This design comes from an exercise in tuning for small area and a short achievable clock period on the open sky130 flow, not from production work.
The RTL was checked by simulation tests, not by an equivalence proof against the original design.
Power and IR drop assume default switching activity.

red:
Design gb80_cpu, start of the top module:
module gb80_cpu(
   F_data, A_data, instruction, IF_data,
   IE_data, regs_data, mem_we_l, mem_re_l, halt, debug_halt,
   cpu_addr_out, data_out,
   data_in,
   IF_in, IE_in, IF_load, IE_load, cpu_mem_disable, clock, reset,
   bp_addr, bp_step, bp_continue, ext_halt
   );
Size in the first run: about 5900 cells after synthesis, roughly 1400 flip-flops, ~0.067 sq mm of cells after synthesis.
==> flow/config.mk <==
export PLATFORM = sky130hd
export DESIGN_NAME = gb80_cpu
export DESIGN_NICKNAME = gb80_cpu
export VERILOG_FILES = /design/flow/design.v
export SDC_FILE = /design/flow/constraint.sdc
export NUM_CORES = 4
export LEC_CHECK = 0
export CAP_MARGIN = 20
export CORE_MARGIN = 2
export CORE_UTILIZATION = 40
export CTS_CLUSTER_SIZE = 28
export PLACE_DENSITY = 0.55
export SETUP_SLACK_MARGIN = 4.5
export SLEW_MARGIN = 20
==> flow/constraint.sdc <==
create_clock -name core_clock -period 10.0 [get_ports {clock}]
set_input_delay 2.0000 -clock core_clock [delete_from_list [all_inputs] [get_ports {clock}]]
set_output_delay 2.0000 -clock core_clock [all_outputs]
set_load 0.01 [all_outputs]
run.sh (not shown) runs the stock make flow with config.mk's settings and CLKGATE_MAP_FILE= SYNTH_SCRIPT=/design/flow/synth_recipe.tcl, a recipe that flattens the netlist after the stock synthesis.
red went all the way through synthesis, placement and routing and the layout is clean on timing, DRC and antenna.
Inputs modified between red and blue:
Settings: CTS_CLUSTER_SIZE removed (was 28).
- blue -> red: sequential share of layout area delta 0, exact match
- From blue to red, die area did not move at all.
- For clock-buffer cell count, blue and red come out practically identical.
- On clock-pin transition on the worst setup and hold timing paths, red tracks blue almost exactly.
- From blue to red, power consumption did not move at all.
- Summary of blue over red: fraction of synthesized cell area in xor and xnor cells comparable, non-clock inverter count in the final layout comparable, clock-cell share of area comparable.
- Number of global-route vias before repair: red vs blue identical
- Finished layout cell area came out exactly the same in blue and red.
- From red to blue, sum of negative setup slack did not move at all.


gb80_cpu, a different RTL version from the one above (not shown whole).
Size: about 180 I/O pins, roughly 66,000 um^2 of cells after synthesis.
clock: 10.0 ns
lec_check: 0
cap_margin: 20
core_margin: 2
core_utilization: 40
place_density: 0.55
setup_slack_margin: 4.5
slew_margin: 20
Rerun with:
- SETUP_SLACK_MARGIN: 4.5 -> 4.0
After rerunning: First-iteration DRC count grows by 13%. Core utilization shrinks by 1.3 points. Clock-buffer cell count shrinks by 10. Global-route usage shrinks by 0.30 points. Clock skew barely changes. Fmax shrinks by 8.6%. Power shrinks by 3.9%. Die area stays the same. Sequential power grows by about 2%. Setup slack degrades by 0.52 ns.


v6:
Another version of the RTL of gb80_cpu (not shown whole).
Size: ~67,000 um^2 of cells after synthesis.
==> flow/config.mk <==
export PLATFORM = sky130hd
export DESIGN_NAME = gb80_cpu
export DESIGN_NICKNAME = gb80_cpu
export VERILOG_FILES = /design/flow/design.v
export SDC_FILE = /design/flow/constraint.sdc
export NUM_CORES = 4
export LEC_CHECK = 0
export CAP_MARGIN = 20
export CORE_MARGIN = 2
export CORE_UTILIZATION = 40
export PLACE_DENSITY = 0.55
export SETUP_SLACK_MARGIN = 4.0
export SLEW_MARGIN = 20
==> flow/constraint.sdc <==
create_clock -name core_clock -period 10.0 [get_ports {clock}]
set_input_delay 2.0000 -clock core_clock [delete_from_list [all_inputs] [get_ports {clock}]]
set_output_delay 2.0000 -clock core_clock [all_outputs]
set_load 0.01 [all_outputs]
diff inputs: v6 => v10
# v6
export LEC_CHECK = 0
export CAP_MARGIN = 20
export CORE_MARGIN = 2
export CORE_UTILIZATION = 40
export PLACE_DENSITY = 0.55
export SETUP_SLACK_MARGIN = 4.0
export SLEW_MARGIN = 20
create_clock -name core_clock -period 10.0 [get_ports {clock}]
# v10
export LEC_CHECK = 0
export CAP_MARGIN = 20
export CORE_MARGIN = 2
export CORE_UTILIZATION = 40
export PLACE_DENSITY = 0.55
export SETUP_SLACK_MARGIN = 4.5
export SLEW_MARGIN = 20
create_clock -name core_clock -period 10.0 [get_ports {clock}]
### Flow results
- v10 gives more total of clock buffers placed in the layout than v6 did.
- Changes observed in v10 relative to v6: sequential share of layout area went down 0.99 points, relative contribution of sequential cells to total power moved down, switching power saw an increase, number of stages on the worst hold path saw little to no change, number of antenna violations at the first check in global routing shrank by 1.
- Overall routing resource usage ended up 0.36 points higher on v10 than on v6.
Here is what was changed in the inputs of v26 compared with v10.
# v10
export LEC_CHECK = 0
export CAP_MARGIN = 20
export CORE_MARGIN = 2
export CORE_UTILIZATION = 40
export PLACE_DENSITY = 0.55
export SETUP_SLACK_MARGIN = 4.5
export SLEW_MARGIN = 20
create_clock -name core_clock -period 10.0 [get_ports {clock}]
# v26
export LEC_CHECK = 0
export CAP_MARGIN = 20
export CORE_MARGIN = 2
export CORE_UTILIZATION = 40
export PLACE_DENSITY = 0.55
export SETUP_SLACK_MARGIN = 5.0
export SLEW_MARGIN = 20
create_clock -name core_clock -period 10.0 [get_ports {clock}]
[summary]
- Compare v26 and v10 | wire length higher: v26
- v26: worst reg-to-reg path cell count 2 above v10
- Of the two values seen for layer with the highest usage, met2 was produced by v10 and met1 by v26.
- Run comparison: v10 endpoint of the worst setup timing path gb80_decode.regfile_byte_sel[7]$_DFFE_PP0N_; v26 endpoint of the worst setup timing path gb80_decode.regfile_byte_sel[1]$_DFFE_PP0N_
- Via count of the first global-routing pass delta for v26 relative to v10: 1,136 higher

[separate check: timing with driven ports]
How much do the figures lean on ideal ports? The routed layouts below were timed once more, with nothing changed but the port constraints. Step 1 (the two cells are an assumption about what drives the block):
set clk [get_ports {clock}]
set_driving_cell -lib_cell sky130_fd_sc_hd__clkbuf_16 $clk
set_driving_cell -lib_cell sky130_fd_sc_hd__buf_2 [delete_from_list [all_inputs] $clk]
Step 2 moves the port delays by t, midway between the first and last clock arrival at a register: inputs arrive t later, outputs are due t later. That takes back most of the time a late clock gives input paths. Slacks: ideal ports / drivers / drivers and shift; pairs: ideal ports / drivers.
| run | t, ns | setup WS [ns] | worst register clock-pin slew, ns |
|---|---|---|---|
| red | 0.857 | 4.114 / 4.070 / 3.286 | 0.07 / 0.07 |
| blue | 0.857 | 4.114 / 4.070 / 3.286 | 0.07 / 0.07 |
| the first run of note 2 | 0.887 | 4.476 / 4.444 / 4.444 | 0.07 / 0.07 |
| the second run of note 2 | 0.880 | 3.955 / 3.955 / 3.955 | 0.07 / 0.07 |
| v6 | 0.845 | 3.956 / 3.956 / 3.956 | 0.07 / 0.07 |
| v10 | 0.856 | 4.398 / 4.398 / 4.398 | 0.07 / 0.07 |
| v26 | 0.861 | 4.279 / 4.279 / 4.279 | 0.07 / 0.07 |
After both steps every run listed still meets setup and hold.
